From an optimization exercise on the open Yosys and OpenROAD flow, aimed at small area, a short achievable clock period and few clock cycles per item; shortcuts taken in it are not production practice.
No functional check of the RTL was part of any run shown here.
No activity file was given, so power comes from the tool's default toggle rates.

==> flow/design.v (outline; a module is shown in full before it is edited, if it fits) <==
// module FP16_MAC_pipeline: 926 lines
module FP16_MAC_pipeline(
    input [15:0]data_k,
    input [15:0]data_x,
    input [15:0]data_b,
    input rst,
    input input_valid,
    input clk,
    input [1:0]opcode,
    output reg [15:0]data_o,
    output reg output_up,
    output reg [1:0]opcode_o
    );
  // ...
==> flow/run.sh <==
#!/bin/bash
# synth_recipe.tcl (not shown) runs the flow's synth.tcl, then flattens the netlist and writes it again
# the make line also repeats each setting of config.mk as NAME=value (left out here)
make -C /OpenROAD-flow-scripts/flow DESIGN_CONFIG=/design/flow/config.mk WORK_HOME=/design/flow/orfs CLKGATE_MAP_FILE= SYNTH_SCRIPT=/design/flow/synth_recipe.tcl finish
==> flow/config.mk <==
export PLATFORM = sky130hd
export DESIGN_NAME = FP16_MAC_pipeline
export DESIGN_NICKNAME = FP16_MAC_pipeline
export VERILOG_FILES = /design/flow/design.v
export SDC_FILE = /design/flow/constraint.sdc
export NUM_CORES = 4
export LEC_CHECK = 0
export CAP_MARGIN = 20
export CORE_MARGIN = 2
export CORE_UTILIZATION = 60
export CTS_CLUSTER_DIAMETER = 80
export CTS_CLUSTER_SIZE = 30
export GPL_ROUTABILITY_DRIVEN = 0
export PLACE_DENSITY = 0.75
export SETUP_SLACK_MARGIN = 3.3
export SLEW_MARGIN = 20
==> flow/constraint.sdc <==
create_clock -name core_clock -period 6.0 [get_ports {clk}]
set_input_delay 1.2000 -clock core_clock [delete_from_list [all_inputs] [get_ports {clk}]]
set_output_delay 1.2000 -clock core_clock [all_outputs]
set_load 0.01 [all_outputs]
==> run summary, run 1 <==
simple-gate portion of the synthesized area 11.4%; adder-cell area share of the yosys netlist 12.1%; status complete, no violations; Pwr Total 10.9 mW; post-synthesis average cell area 9.89 µm²; Biggest consumer combinational logic; Max Buffers Root-to-Sink 3; Clock transition at path regs 110 ps; critical path's top delay family compound AO/OA/AOI/OAI gates; seq pwr 4.43 mW; clk_skew 16.1 ps; met1 Use GR 30.1%; final WL 38.9 mm; vias in the first global route 12.6k; FF-to-FF setup slack 3350 ps; Port Buffers 71; Die Width 177 µm; # DRC 0; PostCTS Resize Cnt 30; critical path depth 8; pre-CTS WS 2740 ps; Clock Power 1.32 mW; Plain + repair buffers 89; Max stage delay cell, worst path a22o_2; number of clock buffers in the layout 19; Synthesized Nets 2012; setup TNS 0 ps
==> run 2: changes to the inputs <==
--- a/flow/design.v
+++ b/flow/design.v
@@ -506,84 +506,76 @@
     assign fs105_1 = hc40_1 ^ fs69_1 ^ fc68_1;
     assign fc106_1 = (hc40_1 & fs69_1) | (hc40_1 & fc68_1) | (fs69_1 & fc68_1);
     assign fs107_1 = 1'b1 ^ hs71_1 ^ fc70_1;
     assign fc108_1 = (1'b1 & hs71_1) | (1'b1 & fc70_1) | (hs71_1 & fc70_1);
     assign fs109_1 = ps4_1 ^ pp5_10_1 ^ hc72_1;
     assign fc110_1 = (ps4_1 & pp5_10_1) | (ps4_1 & hc72_1) | (pp5_10_1 & hc72_1);
     assign hs111_1 = pp5_11_1 ^ 1'b1;
     assign hc112_1 = pp5_11_1 & 1'b1;
-    wire [6:0] plo_1;
-    assign plo_1 = {fs79_1, fs77_1, hs75_1, bn1_r1, pp0_1_1, pp0_0_1} + {fc78_1, hc76_1, hc74_1, hs73_1, 1'b0, bn0_r1};
+    wire [8:0] plo_1;
+    assign plo_1 = {fs83_1, fs81_1, fs79_1, fs77_1, hs75_1, bn1_r1, pp0_1_1, pp0_0_1} + {fc82_1, fc80_1, fc78_1, hc76_1, hc74_1, hs73_1, 1'b0, bn0_r1};
     reg [6:0] e0_r2;
     reg [4:0] eb_r2;
     reg fc100_r2;
     reg fc102_r2;
     reg fc104_r2;
     reg fc106_r2;
     reg fc108_r2;
     reg fc110_r2;
-    reg fc80_r2;
-    reg fc82_r2;
     reg fc84_r2;
     reg fc86_r2;
     reg fc88_r2;
     reg fc90_r2;
     reg fc92_r2;
     reg fc94_r2;
     reg fc96_r2;
     reg fc98_r2;
     reg fs101_r2;
     reg fs103_r2;
     reg fs105_r2;
     reg fs107_r2;
     reg fs109_r2;
-    reg fs81_r2;
-    reg fs83_r2;
     reg fs85_r2;
     reg fs87_r2;
     reg fs89_r2;
     reg fs91_r2;
     reg fs93_r2;
     reg fs95_r2;
     reg fs97_r2;
     reg fs99_r2;
     reg hs111_r2;
     reg [10:0] mb_r2;
     reg [1:0] op_r2;
-    reg [6:0] plo_r2;
+    reg [8:0] plo_r2;
     reg sb_r2;
     reg sp_r2;
     reg v_r2;
     always @(posedge clk) begin
         e0_r2 <= e0_1;
         eb_r2 <= eb_r1;
         fc100_r2 <= fc100_1;
         fc102_r2 <= fc102_1;
         fc104_r2 <= fc104_1;
         fc106_r2 <= fc106_1;
         fc108_r2 <= fc108_1;
         fc110_r2 <= fc110_1;
-        fc80_r2 <= fc80_1;
-        fc82_r2 <= fc82_1;
         fc84_r2 <= fc84_1;
         fc86_r2 <= fc86_1;
         fc88_r2 <= fc88_1;
         fc90_r2 <= fc90_1;
         fc92_r2 <= fc92_1;
         fc94_r2 <= fc94_1;
         fc96_r2 <= fc96_1;
         fc98_r2 <= fc98_1;
         fs101_r2 <= fs101_1;
         fs103_r2 <= fs103_1;
         fs105_r2 <= fs105_1;
         fs107_r2 <= fs107_1;
         fs109_r2 <= fs109_1;
-        fs81_r2 <= fs81_1;
-        fs83_r2 <= fs83_1;
         fs85_r2 <= fs85_1;
         fs87_r2 <= fs87_1;
         fs89_r2 <= fs89_1;
         fs91_r2 <= fs91_1;
         fs93_r2 <= fs93_1;
         fs95_r2 <= fs95_1;
         fs97_r2 <= fs97_1;
         fs99_r2 <= fs99_1;
@@ -591,17 +583,17 @@
         mb_r2 <= mb_r1;
         op_r2 <= op_r1;
         plo_r2 <= plo_1;
         sb_r2 <= sb_r1;
         sp_r2 <= sp_r1;
         v_r2 <= v_r1 & ~rst;
     end
     wire [21:0] p_2;
-    assign p_2 = {{hs111_r2, fs109_r2, fs107_r2, fs105_r2, fs103_r2, fs101_r2, fs99_r2, fs97_r2, fs95_r2, fs93_r2, fs91_r2, fs89_r2, fs87_r2, fs85_r2, fs83_r2, fs81_r2} + {fc110_r2, fc108_r2, fc106_r2, fc104_r2, fc102_r2, fc100_r2, fc98_r2, fc96_r2, fc94_r2, fc92_r2, fc90_r2, fc88_r2, fc86_r2, fc84_r2, fc82_r2, fc80_r2} + plo_r2[6], plo_r2[5:0]};
+    assign p_2 = {{hs111_r2, fs109_r2, fs107_r2, fs105_r2, fs103_r2, fs101_r2, fs99_r2, fs97_r2, fs95_r2, fs93_r2, fs91_r2, fs89_r2, fs87_r2, fs85_r2} + {fc110_r2, fc108_r2, fc106_r2, fc104_r2, fc102_r2, fc100_r2, fc98_r2, fc96_r2, fc94_r2, fc92_r2, fc90_r2, fc88_r2, fc86_r2, fc84_r2} + plo_r2[8], plo_r2[7:0]};
     wire [4:0] ad_2;
     wire ph_2;
     wire bX_2;
     wire eX_2;
     wire [5:0] eh_2;
     wire signed [6:0] dd_ctl2 = e0_r2 - {2'b00, eb_r2};
     wire [6:0] nd_ctl2 = -dd_ctl2;
     assign ph_2 = ~dd_ctl2[6];
@@ -633,26 +625,53 @@
         sp_r3 <= sp_r2;
         v_r3 <= v_r2 & ~rst;
     end
     wire [32:0] pv_3;
     wire [21:0] gv_3;
     wire zs_3;
     wire sh_3;
     wire sub_3;
-    assign sub_3 = sp_r3 ^ sb_r3;
+    wire sub_align3 = sp_r3 ^ sb_r3;
+    assign sub_3 = sub_align3;
     wire p21_align3 = p_r3[21];
     wire ph_align3 = ph_r3;
     wire [21:0] pp_align3 = {p_r3[21:1], p_r3[0] & ~p21_align3};
     wire big_align3 = bX_r3 | (eX_r3 & (ph_align3 ~^ p21_align3));
     wire [21:0] hi_align3 = ph_align3 ? pp_align3 : {1'b0, mb_r3, 10'd0};
-    wire [32:0] lo0_align3 = ph_align3 ? {1'b0, mb_r3, 21'd0} : {pp_align3, 11'd0};
-    wire [32:0] lo1_align3 = lo0_align3 >> ad_r3;
+    wire [32:0] fa_align3 = {1'b0, mb_r3, 21'd0} ^ {33{sub_align3}};
+    wire [32:0] fb_align3 = {pp_align3, 11'd0} ^ {33{sub_align3}};
+    wire [32:0] l0x_align3 = ph_align3 ? fa_align3 : fb_align3;
+    wire [32:0] l1x_align3;
+    genvar q1_align3;
+    generate for (q1_align3 = 0; q1_align3 <= 32; q1_align3 = q1_align3 + 1) begin : r1_align3
+        assign l1x_align3[q1_align3] = ad_r3[0] ? ((q1_align3 + 1 <= 32) ? l0x_align3[q1_align3 + 1] : sub_align3) : l0x_align3[q1_align3];
+    end endgenerate
+    wire [32:0] l2x_align3;
+    genvar q2_align3;
+    generate for (q2_align3 = 0; q2_align3 <= 32; q2_align3 = q2_align3 + 1) begin : r2_align3
+        assign l2x_align3[q2_align3] = ad_r3[1] ? ((q2_align3 + 2 <= 32) ? l1x_align3[q2_align3 + 2] : sub_align3) : l1x_align3[q2_align3];
+    end endgenerate
+    wire [32:0] l4x_align3;
+    genvar q4_align3;
+    generate for (q4_align3 = 0; q4_align3 <= 32; q4_align3 = q4_align3 + 1) begin : r4_align3
+        assign l4x_align3[q4_align3] = ad_r3[2] ? ((q4_align3 + 4 <= 32) ? l2x_align3[q4_align3 + 4] : sub_align3) : l2x_align3[q4_align3];
+    end endgenerate
+    wire [32:0] l8x_align3;
+    genvar q8_align3;
+    generate for (q8_align3 = 0; q8_align3 <= 32; q8_align3 = q8_align3 + 1) begin : r8_align3
+        assign l8x_align3[q8_align3] = ad_r3[3] ? ((q8_align3 + 8 <= 32) ? l4x_align3[q8_align3 + 8] : sub_align3) : l4x_align3[q8_align3];
+    end endgenerate
+    wire [32:0] l16x_align3;
+    genvar q16_align3;
+    generate for (q16_align3 = 0; q16_align3 <= 32; q16_align3 = q16_align3 + 1) begin : r16_align3
+        assign l16x_align3[q16_align3] = ad_r3[4] ? ((q16_align3 + 16 <= 32) ? l8x_align3[q16_align3 + 16] : sub_align3) : l8x_align3[q16_align3];
+    end endgenerate
     assign zs_3 = ph_align3 & p21_align3;
-    wire [32:0] lx_align3 = {1'b0, (big_align3 ? 32'd0 : {lo1_align3[31:1], lo1_align3[0] & ~zs_3})} ^ {33{sub_3}};
+    wire [32:0] lx_align3 = {sub_align3, big_align3 ? {31{sub_align3}} : l16x_align3[31:1], (big_align3 | zs_3) ? sub_align3 : l16x_align3[0]};
     wire [32:0] hx_align3 = {hi_align3, 11'd0};
     assign pv_3 = hx_align3 ^ lx_align3;
     assign gv_3 = hi_align3 & lx_align3[32:11];
     assign sh_3 = ph_align3 ? sp_r3 : sb_r3;
     reg [5:0] eh_r4;
     reg [21:0] gv_r4;
     reg [1:0] op_r4;
     reg [32:0] pv_r4;
--- a/flow/config.mk
+++ b/flow/config.mk
@@ -7,10 +7,10 @@
 export LEC_CHECK = 0
 export CAP_MARGIN = 20
 export CORE_MARGIN = 2
 export CORE_UTILIZATION = 60
 export CTS_CLUSTER_DIAMETER = 80
 export CTS_CLUSTER_SIZE = 30
 export GPL_ROUTABILITY_DRIVEN = 0
 export PLACE_DENSITY = 0.75
-export SETUP_SLACK_MARGIN = 3.3
+export SETUP_SLACK_MARGIN = 3.4
 export SLEW_MARGIN = 20
==> run 2 against run 1 <==
- global-route usage is 0.077 points lower
- highest routed layer unchanged
- still clean
- routed wire length is 6.1% higher
- count of clock-buffer cells in the layout stayed put
- register-to-register slack better by 40 ps
- synthesized cell count is 3.8% higher
- sequential power is 1% lower
==> run summary, run 2 <==
status complete, no violations; Synth warnings 1; P&R area growth vs syn 13.8%; cell area after synthesis 18300 µm²; Synthesized Nets 2079 (+3.3%); hold wc startpoint op_r7[0]; initial DRC count 1102; sw power 4.82 mW; Final Cycle Share 43.4%; worst-path maximum fanout 7; multiplexer share of the synthesized area 7.87%; Max-Cap Viols 0; combinational family with the most area after synthesis compound AO/OA/AOI/OAI gates; cells after synthesis 1881; Worst Max-Slew Pin Slew 830 ps; Post-synth ARST share 0%; headroom to the max-slew limit 44.2%; GRT Overall Usage 24.8%; Crit. End Element register; Pwr Total 11.6 mW (+5.9%); clk_skew 14.3 ps (-1.85 ps); Worst Hold Path EP opcode_o[0]; simple-gate portion of the synthesized area 11.4% (-0.030 points); Finished Core Util 68.8%; Port Buffers 71 (unchanged); die area 32000 µm²; Final min period 2600 ps; crit path kind reg2reg; die height 179 µm; Static Leak 8.68 nW; first-pass GRT wire length 64.3 mm; Flop pwr share 37.8%; clock share of power 11.6%; max frequency 0.384 GHz; grt total ovfl 0; Post-synth EDFFs 0; top cell type's share of synthesized area 41.5%; Diodes inserted 0; layout cells sized above 1 14.0%; post-synthesis average cell area 9.75 µm² (-1.4%); Comb power frac 50.6%; # DRC 0 (unchanged); CP required 6410 ps; Root Buffer clkbuf_16; nets 2114; placed cells 2246; final hold violations 0; Pwr Density 554 nW/µm²; most common cell after layout, fill and taps aside dfxtp_1; crit path DAT 3020 ps; clock latency (worst-skew pair) 520 ps; pre-CTS WS 2390 ps (-359 ps); Layout Cells excl Fill 2316; Hold Slack 327 ps; fin area 20900 µm²; CP startpoint kind register; CTS sink count 380; DR vias 13.8k; DP Area 19200 µm²; Top Ports 72; r2r startpoint ph_r3; routed vias/inst 5.97; post-synth top area cell dfxtp_1; Worst VDD drop 0.322 mV; WL per Instance 17.8 µm; Synth Flop Type dfxtp_1; final WL 41.2 mm (+6.1%); area of the core 30300 µm²; initial antenna violation count 0; vias in the first global route 13.0k (+2.9%); Compound-Gate Fraction of Synth Area 15.1%; Switching Share 41.6%; Regs by FF count a_r5: 34 flops, a_r6: 34 flops, pv_r4: 33 flops; Synth area leaders dfxtp_1, ha_1, xnor2_1; Final WS setup 3400 ps; FF-to-FF setup slack 3400 ps (+40 ps); unrepaired setup endpoints after global routing yes; HPWL Detailed 29.8 mm; RR Endpoint pv_r4[15]; final setup vio count 0; adder-cell area share of the yosys netlist 11.7% (-0.34 points); worst hold path depth 0; most frequent cell after synthesis dfxtp_1; setup TNS 0 ps (unchanged); H-tree levels 1; largest net degree at the start of global routing 55; Clock transition at path regs 110 ps (about the same); R2R cell count 9; Slew Limit Fails 0; FF+latch count, synth 380; top cells by count, synth dfxtp_1, a21oi_1, xnor2_1, nor2_1, nand2_1; Synth Area in XOR/XNOR 7.82%; Yosys cell types 80; total CTS buffers 17; DRT Pass-1 Iters 9; CTS tree built; Routed Antenna Nets 0; Die Width 179 µm (+1.1%); commonest cells after routing, fill and taps aside dfxtp_1, a21oi_1, nor2_1, nand2_1, xnor2_1; type of the most critical hold path reg2reg; internal power 6.76 mW; Max Buffers Root-to-Sink 3 (unchanged); Initial Util 60.5%; cell row count 64; post-synthesis sequential area ratio 41.5%
[run 2: cell count changes in the layout (fill, tap and decap cells not counted), moves of 18 or more]
cell / change
buf_4: +27
dlymetal6s2s_1: +18
dfxtp_4: +19
nand2_1: -19
clkdlybuf4s50_1: -19
[run 2: cells by family (layout without fill, tap and decap cells)]
family,count (synthesis),in the layout
AO/OA/AOI/OAI,432,433
XOR/XNOR,163,163
adder cells (fa/ha/maj),145,145
buffers and inverters,213,251
flip-flops,380,380
multiplexers,122,122
AND/OR/NAND/NOR,426,426
[run 2: cell type report]
type | count | area, µm²
flip-flops and latches | 380 | 7710
repair buffers | 127 | 1280
clock inverters | 4 | 71.3
fillers | 2267 | 9460
well taps | 396 | 495
clock buffers | 19 | 443
multi-input cells | 1289 | 10500
inverters | 101 | 404
[run 2: what timing repair did]
| action | 4_1_cts | 5_1_grt |
|---|---|---|
| setup buffers | 13 | 30 |
| endpoints found under the setup margin | 117 | 116 |
| pin swaps | 4 | 38 |
| hold buffers | 0 | 0 |
| resized for setup | 53 | 161 |
| gates cloned | 2 | 2 |
[run 2: worst max path at each step]
stage	slack, ps	from	cells past startpoint	end
after detailed placement	2390	ph_r3	8	pv_r4[27]
after global placement	2530	ph_r3	8	pv_r4[27]
after floorplan	3390	bo1_r1	11	plo_r2[8]
after CTS	3290	mk_r1[6]	10	plo_r2[8]
final	3400	ph_r3	9	pv_r4[15]
after global routing	3240	eh_r5[0]	8	s_r6[1]
[run 2: layer usage]
layer	global-route usage, %	vias to the layer above	routed length, µm
met4	10.6	0	1850
met5	0	-	0
met3	2.63	142	2180
met2	44.5	510	20500
met1	30.1	6528	16700
li1	-	6653	-
[run 2: worst max-delay path: stages (launching register included)]
cell and delay, ps:
dfxtp_4 440, buf_4 130, mux2i_1 220, xnor2_1 170
mux4_2 550, mux2_4 300, nand2_2 70, o21ai_2 60
a221oi_2 290, ha_1 270
[run 2: power groups by stage]
stage,combinational [mW],clock (mW),sequential (mW)
detailed placement,5.17,0,4.42
CTS,5.36,1.38,4.34
global route,6.49,1.47,4.48
global placement,5.03,0,4.38
finish,5.86,1.34,4.38
floorplan,4.24,0,3.97
==> run 3: changes to the inputs <==
--- a/flow/config.mk
+++ b/flow/config.mk
@@ -13,4 +13,4 @@
 export GPL_ROUTABILITY_DRIVEN = 0
 export PLACE_DENSITY = 0.75
-export SETUP_SLACK_MARGIN = 3.4
+export SETUP_SLACK_MARGIN = 3.3
 export SLEW_MARGIN = 20
==> run 3 against run 2 <==
- utilization is 2.4 points lower
- combinational power is 7.0% lower
- setup slack worse by 30 ps
- critical path depth is 1 higher
- largest cell class unchanged
- largest power group unchanged
==> run summary, run 3 <==
met3 Resource Use GR 2.59% (-0.042 points); final hold violations 0 (unchanged); Routed Antenna Nets 0 (unchanged); clock share of power 11.8% (+0.2 points); Max Buffers Root-to-Sink 3 (unchanged); Pwr Density 552 nW/µm² (-0.42%); RR Endpoint plo_r2[8]; Regs by FF count a_r5: 34 flops, a_r6: 34 flops, pv_r4: 33 flops; unrepaired setup endpoints after global routing no; Top Ports 72 (unchanged); CTS sink count 380 (unchanged); CP Launch Point mk_r1[4]; Final Cycle Share 43.9% (+0.50 points); status complete, no violations; GRT Overall Usage 24.4% (-0.37 points); Comb power frac 49.0% (-1.6 points); Switching Share 41.7% (+0.042 points); HPWL Detailed 29.5 mm (-0.90%); met2 Resource Use GR 44.4% (-0.18 points); top cells by count, synth dfxtp_1, a21oi_1, xnor2_1, nor2_1, nand2_1; internal power 6.49 mW (-3.9%); Cell Chain, Critical Path buf_4 > a22oi_1 > xnor2_1 > ha_1 > fa_1 > ha_1 > a21oi_1 > nor2b_1 > o21ai_0 > nand2b_1; layout cells sized above 1 9.70% (-4.3 points); final setup vio count 0 (unchanged); commonest cells after routing, fill and taps aside dfxtp_1, a21oi_1, xnor2_1, nor2_1, nand2_1; met1 Use GR 29.9% (-0.21 points); Post-synth ARST share 0% (unchanged); critical path depth 10 (+1); # DRC 0 (unchanged); Synth area leaders dfxtp_1, ha_1, xnor2_1; largest net degree at the start of global routing 55 (unchanged); post-synthesis sequential area ratio 41.5% (unchanged); hold wc startpoint eh_r4[5]; Max stage delay cell, worst path fa_1; cell row count 64 (unchanged); Root Buffer clkbuf_16; Synth warnings 1 (unchanged); Flop pwr share 39.2% (+1.4 points); initial DRC count 1062 (-3.6%); WL per Instance 17.3 µm (-2.6%); max frequency 0.380 GHz (-1.1%); slowest stage delay, CP 460 ps (-90 ps); crit path DAT 3050 ps (+30 ps); crit path kind reg2reg; grt total ovfl 0 (unchanged); die height 179 µm (unchanged); headroom to the max-slew limit 39.2% (-5.1 points); Port Buffers 71 (unchanged); Worst Hold Path EP eh_r5[5]; sw power 4.64 mW (-3.8%); Initial Util 60.5% (unchanged); CP required 6420 ps (about the same); most used cell, CP ha_1; Static Leak 8.35 nW (-3.8%); FF+latch count, synth 380 (unchanged); post-synthesis average cell area 9.75 µm² (unchanged); Worst Max-Slew Pin Slew 911 ps (+81.1 ps); die area 32000 µm² (unchanged); R2R cell count 10 (+1); Clock transition at path regs 110 ps (about the same); nets 2090 (-1.1%); Synth Flop Type dfxtp_1; setup TNS 0 ps (unchanged); H-tree levels 1 (unchanged); top cell type's share of synthesized area 41.5% (unchanged); Final min period 2630 ps (+30.2 ps); P&R area growth vs syn 9.89%; pre-CTS WS 2440 ps (+52.7 ps); cells after synthesis 1881 (unchanged); Crit. End Element register; Final WS setup 3370 ps (-30.2 ps); most common cell after layout, fill and taps aside dfxtp_1; total CTS buffers 17 (unchanged); cell area after synthesis 18300 µm² (unchanged); Worst VDD drop 0.266 mV (-17%); worst-path maximum fanout 8 (+1); routed vias/inst 5.95 (-0.37%); Slew Limit Fails 0 (unchanged); vias in the first global route 12.9k (-1.2%); Yosys cell types 80 (unchanged); type of the most critical hold path reg2reg; worst hold path depth 0 (unchanged); clk_skew 25.6 ps (+11.3 ps); FF-to-FF setup slack 3370 ps (-30 ps); post-synth top area cell dfxtp_1; most frequent cell after synthesis dfxtp_1; Post-synth EDFFs 0 (unchanged); DR vias 13.6k (-1.4%); WP buf/inv 1 (unchanged); area of the core 30300 µm² (unchanged); Synthesized Nets 2079 (unchanged); GRT busiest layer met2; CTS tree built; DRT Pass-1 Iters 5 (-4); r2r startpoint mk_r1[4]; Max-Cap Viols 0 (unchanged); Diodes inserted 0 (unchanged); hold buffer count at cts 0 (unchanged); final WL 39.7 mm (-3.6%); clock latency (worst-skew pair) 530 ps (about the same); CP startpoint kind register; initial antenna violation count 1 (+1); first-pass GRT wire length 63.3 mm (-1.6%); Die Width 179 µm (unchanged); critical path's top delay family adder cells
==> run 3: power by group through the flow <==
stage	Combinational (mW)	Sequential, mW	Clock (mW)
after floorplan	4.24	3.97	0
after global placement	5.02	4.38	0
after detailed placement	5.15	4.41	0
after CTS	5.27	4.34	1.33
after global routing	6.08	4.47	1.43
final	5.45	4.37	1.31
==> run 3: how the worst max path moves through the flow <==
stage	to	slack, ps
global placement	pv_r4[28]	2520
floorplan	plo_r2[8]	3300
detailed placement	pv_r4[27]	2440
CTS	a_r5[13]	3260
finish	plo_r2[8]	3370
global route	plo_r2[8]	3270
==> run 3: repair_timing <==
item,CTS,global route
cloned,1,3
hold endpoints to repair,0,0
setup endpoints to repair,108,87
setup buffers,3,17
pin swaps,1,6
gates resized for setup,40,51
==> run 3: logic make-up after synthesis <==
kind of cell               synth area share, %
AOI/OAI and AO/OA                         15.1
xor gates and xnor gates                  7.82
adders and majority gates                 11.7
buffers and inverters                     4.62
DFF                                       41.5
muxes                                     7.87
and+or+nand+nor                           11.4
==> run 3: layout make-up <==
| class | count | area [µm²] |
|---|---|---|
| timing repair buffer | 102 | 1000 |
| sequential | 380 | 7670 |
| clock buffer | 19 | 443 |
| multi-input combinational | 1290 | 10100 |
| clock inverter | 4 | 46.3 |
| fill | 2348 | 10200 |
| inverter | 101 | 395 |
| tap | 396 | 495 |
==> run 3: worst register-to-register path, stage by stage, from the launching register on <==
cell      delay (ps)
dfxtp_4          400
buf_4            150
a22oi_1          190
xnor2_1          150
ha_1             260
fa_1             460
ha_1             340
a21oi_1          210
nor2b_1           80
o21ai_0          200
nand2b_1          70
==> run 3: metal layers <==
layer	wire length, µm	vias up
li1	-	6606
met1	16200	6403
met2	20000	518
met3	2120	110
met4	1340	2
met5	17	-
==> run 3: stage by stage <==
| stage | power, mW | utilization, % | area (µm²) | hold WS, ps | std cells |
|---|---|---|---|---|---|
| floorplan | 8.22 | - | 18400 | 310 | 1881 |
| CTS | 10.9 | 65.3 | 19800 | 333 | 2272 |
| finish | 11.1 | 66.4 | 20200 | 325 | 2292 |
| detailed placement | 9.57 | 63.1 | 19200 | 312 | 2245 |
| global route | 12.0 | 66.4 | 20200 | 332 | 2292 |
| global placement | 9.39 | 63.1 | 19200 | 310 | 2245 |

[what the ideal ports hide]
Ports are ideal in the flow. The routed layouts listed here were re-timed in OpenROAD. Step 1 (the two cells are an assumption about what drives the block):
set clk [get_ports {clk}]
set_driving_cell -lib_cell sky130_fd_sc_hd__clkbuf_16 $clk
set_driving_cell -lib_cell sky130_fd_sc_hd__buf_2 [delete_from_list [all_inputs] $clk]
Step 2 also shifts input and output timing later by t, the mid clock arrival at the registers, as if the neighbouring blocks saw the same clock. Slacks: ideal / step 1 / step 2; pairs: ideal / step 1.
run	t (ns)	setup slack, ns	hold slack, ns	clock arrival spread, ns	cell pins on the clock port's net
run 1	0.573	3.355 / 3.355 / 3.000	0.323 / 0.323 / 0.323	0.018 / 0.017	1
run 2	0.558	3.396 / 3.396 / 3.025	0.327 / 0.327 / 0.327	0.015 / 0.016	1
run 3	0.565	3.366 / 3.364 / 2.954	0.325 / 0.325 / 0.325	0.027 / 0.028	1
After both steps every run listed still meets setup and hold. The setup slack of run 3, which loses most, moves by -0.002 ns with the drivers and by -0.412 ns with both steps.
